Background: an optimization exercise with open tools, aiming at small area and a short achievable clock period. Do not read the settings as production practice. At most, simulation tests tie the RTL to the original design; equivalence was not proved.

try-delta:
==> flow/design.v (excerpt) <==
module lab4_2( 
              input wire      mode,
              input wire[2:0] opCode,
              input wire[3:0] value,
              input clk,
              input reset,
              output reg[9:0] result,
              output reg cacheFull,
              output reg invalidOp,
              output reg overflow);
Settings: LEC_CHECK=0, CAP_MARGIN=20, CORE_MARGIN=2, CORE_UTILIZATION=40, CTS_CLUSTER_DIAMETER=100, CTS_CLUSTER_SIZE=24, SLEW_MARGIN=20; clock period 12.5 ns.
standard.sh (not shown) runs the stock make flow with config.mk's settings and CLKGATE_MAP_FILE= SYNTH_SCRIPT=/design/flow/synth_recipe.tcl, a recipe that flattens the netlist after the stock synthesis.
==> flow/flow/run.sh <==
#!/bin/bash
# Standard layout with these changes to how it is made:
#  - timing repair is asked for more setup margin than the clock period
#    needs, so it keeps shortening the worst paths;
#  - CTS with clkbuf_8 buffers in clusters of up to 16 sinks, without dummy loads;
#  - the port buffers are buf_4 cells (every port still gets its buffer).
set -euo pipefail
bash standard.sh SETUP_SLACK_MARGIN=9 \
  "CTS_ARGS=-sink_clustering_enable -repair_clock_nets -sink_clustering_size 16 -sink_clustering_max_diameter 80 -buf_list sky130_fd_sc_hd__clkbuf_8 -dont_use_dummy_load" \
  "BUFFER_PORTS_ARGS=-buffer_cell sky130_fd_sc_hd__buf_4" finish > standard.log 2>&1
Setup changes, try-delta to try-ember
==> flow/flow/run.sh <==
#!/bin/bash
# Standard layout with two changes to how it is made:
#  - timing repair is asked for more setup margin than the clock period
#    needs, so it keeps shortening the worst paths;
#  - the port buffers are buf_4 cells (every port still gets its buffer).
set -euo pipefail
bash standard.sh SETUP_SLACK_MARGIN=8.8 \
  "BUFFER_PORTS_ARGS=-buffer_cell sky130_fd_sc_hd__buf_4" finish > standard.log 2>&1
## What came out
- Area growth from synthesis to final layout sits higher in try-ember than in try-delta.
- [compare] base=try-delta new=try-ember: placement-stage cell area did not really move, vias after detailed routing went up, area of all sequential standard cells did not really move.
- Going from try-delta to try-ember, number of detailed-route iterations in the first pass went down by 8, first-pass GRT wire length was more or less identical.
- try-delta → try-ember: worst setup slack climbed 0.059 ns, final cell count went up about 0.9%.
Edits applied to the flow inputs when going from try-ember to try-nickel:
- TNS_END_PERCENT now 5, previously not set
diff --git a/flow/flow/run.sh b/flow/flow/run.sh
--- a/flow/flow/run.sh
+++ b/flow/flow/run.sh
@@ -7 +7 @@
-bash standard.sh SETUP_SLACK_MARGIN=8.8 \
+bash standard.sh SETUP_SLACK_MARGIN=9 \
[summary]
- In the reports for try-ember and try-nickel, the larger relative area change from synthesis to final layout belongs to try-ember.
- Re count of clock-buffer cells in the layout: try-nickel is about 17% down on try-ember.
- The met3 routing resource usage after global routing in try-nickel sits 0.61 points below the value recorded for try-ember.
- In the reports for try-ember and try-nickel, the smaller proportion of final cell area spent on non-clock buffers belongs to try-nickel.
- Summary of the comparison: average wire per cell in the routed design is lower in try-nickel, relative to try-ember.
- Diff try-ember -> try-nickel | routed wire length | down slightly
- Relative to try-ember, try-nickel improves cell area.
- try-nickel and try-ember ended up with roughly the same area taken by flip-flops and latches.
Input-level comparison between try-indigo and try-nickel:
- removing TNS_END_PERCENT (formerly 5)
- changing CORE_UTILIZATION from 40 to 60
==> comparison <==
Final clock period utilization by the worst path, try-nickel and try-indigo, higher one = try-nickel.
Higher growth of design area from synthesis to finish goes to try-indigo over try-nickel.
Looking at beginning of the critical path, the result[1]$_DFFE_PP0P_ result is from try-nickel; the result[7]$_DFFE_PP0P_ one comes from try-indigo.
Compared with try-nickel, in try-indigo horizontal die dimension down 18%; largest incremental delay on the critical path up 0.07 ns; shortest period the worst path allows down 0.077 ns; summed area of non-filler cells in the final layout up 130 um^2.
[compare] base=try-nickel new=try-indigo: global routing usage on met1 up 14 points, count of TritonRoute iterations in the first routing pass down 3.
Input changes introduced in try-xenon (baseline for comparison: try-indigo):
- CTS_CLUSTER_DIAMETER: 100 -> 120
- CTS_CLUSTER_SIZE: 24 -> 32
- CORE_UTILIZATION: 60 -> 40
- try-xenon and try-indigo ended up with roughly the same area taken by flip-flops and latches.
- Delta (try-xenon minus try-indigo): synthesized cell area was more or less identical; met3 track demand over resource in global routing went down by 1.8 points.
- Per the comparison of try-xenon with try-indigo, worst hold slack went up; overall routed net length has increased; wire length of the first global-routing pass higher.
- Max number of violations reported at the end of detailed-routing iteration 0 across try-indigo and try-xenon: try-indigo

---

Another version of the RTL of lab4_2 (not shown whole).
Size in the first run: about 270 flip-flops, ~23 I/O pins.
==> flow/design.v (excerpt) <==
module lab4_2( 
              input wire      mode,
              input wire[2:0] opCode,
              input wire[3:0] value,
              input clk,
              input reset,
              output reg[9:0] result,
              output reg cacheFull,
              output reg invalidOp,
              output reg overflow);
	reg [223:0] cache;
	reg [5:0]   counter;
	reg [4:0]   PC;
	reg [3:0]   begin_PC;
	reg [9:0]   p1;           
	reg [6:0]   IR;           
	reg         last;         
	integer i, j;
	always @(posedge clk) begin
		for (i = 0; i < 32; i = i + 1)
			if (!counter[5] && counter[4:0] == i)
				cache[i*7 +: 7] <= {opCode, value};
	end
	wire [9:0] p0 = result;
	wire [2:0] op = IR[6:4];
	wire [3:0] v  = IR[3:0];
	wire [9:0] pp0 = p0 & {10{p1[0]}};
	wire [9:0] pp1 = p0 & {10{p1[1]}};
	wire [9:0] pp2 = p0 & {10{p1[2]}};
	wire [9:0] pp3 = p0 & {10{p1[3]}};
	wire [9:0] pp4 = p0 & {10{p1[4]}};
	wire [9:0] pp5 = p0 & {10{p1[5]}};
	wire [9:0] pp6 = p0 & {10{p1[6]}};
	wire [9:0] pp7 = p0 & {10{p1[7]}};
	wire [9:0] pp8 = p0 & {10{p1[8]}};
	wire [9:0] pp9 = p0 & {10{p1[9]}};
	wire t0;
	wire t1;
	wire t2;
	wire t3;
	wire t4;
	wire t5;
	wire t6;
	wire t7;
	wire t8;
	wire t9;
	wire t10;
	wire t11;
	wire t12;
	wire t13;
	wire t14;
	wire t15;
	wire t16;
	wire t17;
	wire t18;
	wire t19;
	wire t20;
	wire t21;
	wire t22;
	wire t23;
	wire t24;
	wire t25;
	wire t26;
	wire t27;
	wire t28;
	wire t29;
	wire t30;
	wire t31;
	wire t32;
	wire t33;
	wire t34;
	wire t35;
	wire t36;
	wire t37;
	wire t38;
	wire t39;
	wire t40;
	wire t41;
	wire t42;
	wire t43;
	wire t44;
	wire t45;
	wire t46;
	wire t47;
	wire t48;
	wire t49;
	wire t50;
	wire t51;
	wire t52;
	wire t53;
	wire t54;
	wire t55;
	wire t56;
	wire t57;
	wire t58;
	wire t59;
	wire t60;
	wire t61;
  ...
export LEC_CHECK = 0
export CAP_MARGIN = 20
export CORE_MARGIN = 2
export CORE_UTILIZATION = 40
export SLEW_MARGIN = 20
create_clock -name core_clock -period 12.5 [get_ports {clk}]
run.sh (not shown) runs the stock make flow with config.mk's settings and CLKGATE_MAP_FILE= SYNTH_SCRIPT=/design/flow/synth_recipe.tcl, a recipe that flattens the netlist after the stock synthesis.
Stock flow here: none of the scripts above is used.
Change:
==> flow/flow/run.sh (new file) <==
#!/bin/bash
set -euo pipefail
bash standard.sh SETUP_SLACK_MARGIN=8.5 finish > standard.log 2>&1
==> flow/standard.sh (new file) <==
#!/bin/bash
# synth_recipe.tcl (not shown) runs the flow's synth.tcl, then flattens the netlist and writes it again
# the make line also repeats each setting of config.mk as NAME=value (left out here)
make -C /OpenROAD-flow-scripts/flow DESIGN_CONFIG=/design/flow/config.mk WORK_HOME=/design/flow/orfs CLKGATE_MAP_FILE= SYNTH_SCRIPT=/design/flow/synth_recipe.tcl "${@:-finish}"
removed: flow/run.sh
Area after synthesis is unchanged. Routed wire length climbs by about 3%. Setup slack gains 0.69 ns. Die area stays the same. Core utilization rose by 1.6 points.
No run of this note included a check of the RTL's function; only the layout flow was run.

re-timing with driven ports:
How much do the figures lean on ideal ports? The routed layouts below were timed once more, with nothing changed but the port constraints.
Step 1 (the two cells are an assumption about what drives the block):
set clk [get_ports {clk}]
set_driving_cell -lib_cell sky130_fd_sc_hd__clkbuf_16 $clk
set_driving_cell -lib_cell sky130_fd_sc_hd__buf_2 [delete_from_list [all_inputs] $clk]
Step 2 moves the port delays by t, midway between the first and last clock arrival at a register: inputs arrive t later, outputs are due t later. That takes back most of the time a late clock gives input paths.
a / b / c = no drivers / after step 1 / after step 2; a / b = the first two.
run | t (ns) | slack for setup (ns) | worst setup path after step 2 | worst slew at a driven data input, ns
try-delta | 0.600 | 8.574 / 8.528 / 8.450 | input to register | 0.04
try-ember | 0.561 | 8.633 / 8.599 / 8.286 | input to register | 0.03
try-nickel | 0.553 | 8.640 / 8.592 / 8.390 | input to register | 0.03
try-indigo | 0.547 | 8.717 / 8.666 / 8.432 | input to register | 0.04
try-xenon | 0.548 | 8.733 / 8.685 / 8.446 | input to register | 0.04
the first run of note 2 | 0.587 | 7.413 / 7.413 / 7.413 | register to register | 0.03
the second run of note 2 | 0.601 | 8.103 / 8.103 / 8.046 | input to register | 0.03
After both steps setup and hold are still met in every run listed. For try-ember, which loses most, drivers alone change the setup slack by -0.034 ns; drivers and shift together by -0.347 ns.
